From an optimization exercise on the open Yosys and OpenROAD flow, aimed at small area; shortcuts taken in it are not production practice.
In this exercise RTL edits were held to simulation tests only and were not proved equivalent to the original.
Power is estimated from default activity; no workload was simulated.

## job 8519
// UART
module UART(
    input               clk,
    input               rst,
    input               EIGHT,
    input               PEN,
    input               OHEL,
    input               RX,
    input               Write,
    input   [1:0]       Read,
    input   [3:0]       Baud,
    input   [15:0]      OUT_PORT,
    output              TX,
    output              UART_INT,
    output  reg [7:0]   UART_DS
    );
Size in the first run: roughly 470 cells after synthesis.
make LEC_CHECK=0 CAP_MARGIN=20 CORE_MARGIN=2 CORE_UTILIZATION=40 CTS_BUF_LIST='sky130_fd_sc_hd__clkbuf_4 sky130_fd_sc_hd__clkbuf_8' SLEW_MARGIN=20 finish   # period 10.0 ns
run.sh (not shown) runs the stock make flow with config.mk's settings and CLKGATE_MAP_FILE= SYNTH_SCRIPT=/design/flow/synth_recipe.tcl, a recipe that flattens the netlist after the stock synthesis.
Job 8519 completed; timing, DRC and antenna clean
Relative to job 8519, the following input files were edited for job 9518:
==> flow/flow/run.sh (new file) <==
#!/bin/bash
# Own flow: the standard layout (standard.sh) with three changes:
#  - synthesis maps the logic for area (flow/abc_override.tcl, flow/abc_area.script);
#  - the port buffers are buf_1 cells, the smallest buffer;
#  - clock tree synthesis uses small clock buffers and no dummy loads.
# Each tool's output goes to its log under orfs/logs/; make's output to flow_make.log.
set -euo pipefail
here=$(pwd)
export OWN_ABC_SCRIPT="$here/flow/abc_area.script"
{ head -n 1 synth_recipe.tcl; cat flow/abc_override.tcl; tail -n +2 synth_recipe.tcl; } > own_synth.tcl
sed "s#/synth_recipe\.tcl#/own_synth.tcl#g" standard.sh > own_standard.sh
grep -q own_synth.tcl own_standard.sh
bash own_standard.sh \
  "BUFFER_PORTS_ARGS=-buffer_cell sky130_fd_sc_hd__buf_1" \
  "CTS_ARGS=-sink_clustering_enable -repair_clock_nets -dont_use_dummy_load -buf_list {sky130_fd_sc_hd__clkbuf_4}" \
  finish > flow_make.log 2>&1
==> flow/flow/abc_area.script (new file) <==
strash
&get -n
&fraig -x
&put
scorr
dc2
dretime
strash
dch -f
amap
strash
dch -f
amap
==> flow/flow/abc_override.tcl (new file) <==
# Technology mapping for area. The standard synthesis hands ABC its speed
# script with buffering and upsizing, and maps adders to half/full-adder
# cells before ABC sees them. Here ABC maps the whole logic, adders included,
# with an area script; everything else in the synthesis is as is, so the
# registers, their names and cell types are the standard synthesis's.
proc extract_fa {args} { puts "own flow: adders left to ABC" }
proc abc {args} {
  set out {}
  for {set i 0} {$i < [llength $args]} {incr i} {
    set a [lindex $args $i]
    if {$a eq "-script"} { incr i; lappend out -script $::env(OWN_ABC_SCRIPT); continue }
    if {$a eq "-D"} { incr i; continue }
    lappend out $a
  }
  yosys abc {*}$out
}
==> flow/standard.sh (new file) <==
#!/bin/bash
# synth_recipe.tcl (not shown) runs the flow's synth.tcl, then flattens the netlist and writes it again
# the make line also repeats each setting of config.mk as NAME=value (left out here)
make -C /OpenROAD-flow-scripts/flow DESIGN_CONFIG=/design/flow/config.mk WORK_HOME=/design/flow/orfs CLKGATE_MAP_FILE= SYNTH_SCRIPT=/design/flow/synth_recipe.tcl "${@:-finish}"
--- a/flow/config.mk
+++ b/flow/config.mk
@@ -8,5 +8,4 @@
 export CAP_MARGIN = 20
 export CORE_MARGIN = 2
-export CORE_UTILIZATION = 40
-export CTS_BUF_LIST = sky130_fd_sc_hd__clkbuf_4 sky130_fd_sc_hd__clkbuf_8
+export CORE_UTILIZATION = 70
 export SLEW_MARGIN = 20
removed: flow/run.sh
Findings:
- Instance area at placement in job 9518 vs job 8519: down about 24%
- Compared with job 8519, number of vias after detailed routing in job 9518 decreased by a few percent.
- Summary of the comparison: detailed-routed wire length on met2 is lower in job 9518, relative to job 8519.
- Wire length on met1 (lower): job 9518
- Number of clock buffer instances in the layout sits lower in job 9518 than in job 8519.
- Compared to job 8519, job 9518 has endpoint arrival time on the critical path 0.86 ns lower.
- Relative to job 8519, job 9518 improves power.

========
UART, a different RTL version from the one above (not shown whole).
Size in the first run: about 440 cells after synthesis, ~39 I/O pins.
clock: 10.0 ns
lec_check: 0
cap_margin: 0
core_margin: 2
core_utilization: 70
slew_margin: 0
standard.sh (not shown) runs the stock make flow with config.mk's settings and CLKGATE_MAP_FILE= SYNTH_SCRIPT=/design/flow/synth_recipe.tcl, a recipe that flattens the netlist after the stock synthesis.
==> flow/flow/run.sh <==
#!/bin/bash
# Own flow: the standard layout (standard.sh) with three changes:
#  - synthesis maps the logic for area (flow/abc_override.tcl, flow/abc_area.script);
#  - the port buffers are buf_1 cells, the smallest buffer;
#  - clock tree synthesis uses small clock buffers and no dummy loads.
# Each tool's output goes to its log under orfs/logs/; make's output to flow_make.log.
set -euo pipefail
here=$(pwd)
export OWN_ABC_SCRIPT="$here/flow/abc_area.script"
{ head -n 1 synth_recipe.tcl; cat flow/abc_override.tcl; tail -n +2 synth_recipe.tcl; } > own_synth.tcl
sed "s#/synth_recipe\.tcl#/own_synth.tcl#g" standard.sh > own_standard.sh
grep -q own_synth.tcl own_standard.sh
bash own_standard.sh \
  "BUFFER_PORTS_ARGS=-buffer_cell sky130_fd_sc_hd__buf_1" \
  "CTS_ARGS=-sink_clustering_enable -repair_clock_nets -dont_use_dummy_load -buf_list {sky130_fd_sc_hd__clkbuf_4}" \
  finish > flow_make.log 2>&1
==> flow/flow/abc_area.script <==
strash
&get -n
&fraig -x
&put
scorr
dc2
dretime
strash
dch -f
amap
strash
dch -f
amap
==> flow/flow/abc_override.tcl <==
# Technology mapping for area. The standard synthesis hands ABC its speed
# script with buffering and upsizing, and maps adders to half/full-adder
# cells before ABC sees them. Here ABC maps the whole logic, adders included,
# with an area script; everything else in the synthesis is as is, so the
# registers, their names and cell types are the standard synthesis's.
proc extract_fa {args} { puts "own flow: adders left to ABC" }
proc abc {args} {
  set out {}
  for {set i 0} {$i < [llength $args]} {incr i} {
    set a [lindex $args $i]
    if {$a eq "-script"} { incr i; lappend out -script $::env(OWN_ABC_SCRIPT); continue }
    if {$a eq "-D"} { incr i; continue }
    lappend out $a
  }
  yosys abc {*}$out
}
Then changed:
--- a/flow/flow/abc_override.tcl
+++ b/flow/flow/abc_override.tcl
@@ -14,2 +14,9 @@
   }
+  # Cells with a stronger one of the same area: leave them out, so that ABC
+  # takes the stronger (this changes no area but spares repair buffers).
+  foreach c {inv_1 clkinv_1 o21ai_0 and2_0 or2_0 or2_1 a21boi_0 a31o_1 mux2_1
+             mux4_1 a21bo_1 and4bb_1 o211a_1 o21ba_1 o221a_1 o311ai_0 or3b_1
+             or4b_1} {
+    lappend out -dont_use sky130_fd_sc_hd__$c
+  }
   yosys abc {*}$out
- CAP_MARGIN: 0 -> 20
- SLEW_MARGIN: 0 -> 20
=> Total power rises by 1.5%; non-clock buffer count is unchanged; maximum frequency rose by 6.5%; die area is unchanged; area after synthesis stays the same; clock power is about the same; worst setup slack improved by 0.31 ns; global-route usage shrinks by 1.6 points; via count fell by 1.5%.

[port drivers added, routing unchanged]
How much do the figures lean on ideal ports? The routed layouts below were timed once more, with nothing changed but the port constraints.
Step 1: set_driving_cell puts a clkbuf_16 on clk and a buf_2 on each other input, an assumption about the parent block.
Step 2 adds t to the input delays and takes it off the output delays; t is the mean of the earliest and latest rising clock arrival at the registers after step 1. Input paths then give back, and output paths get back, about the clock's delay inside the block.
a / b / c = ideal ports / drivers / drivers and shift; a / b = the first two.
run	shift t [ns]	setup slack, ns	hold slack, ns	worst data-port slew with drivers (ns)
job 8519	0.386	4.319 / 4.297 / 4.297	0.394 / 0.394 / 0.394	0.04
job 9518	0.423	5.182 / 5.159 / 4.762	0.397 / 0.397 / 0.397	0.04
the first run of note 2	0.417	4.925 / 4.929 / 4.512	0.398 / 0.398 / 0.398	0.03
the second run of note 2	0.436	5.233 / 5.205 / 5.007	0.381 / 0.381 / 0.381	0.03
After both steps every run listed still meets setup and hold. For job 9518, which loses most, drivers alone change the setup slack by -0.023 ns; drivers and shift together by -0.420 ns.
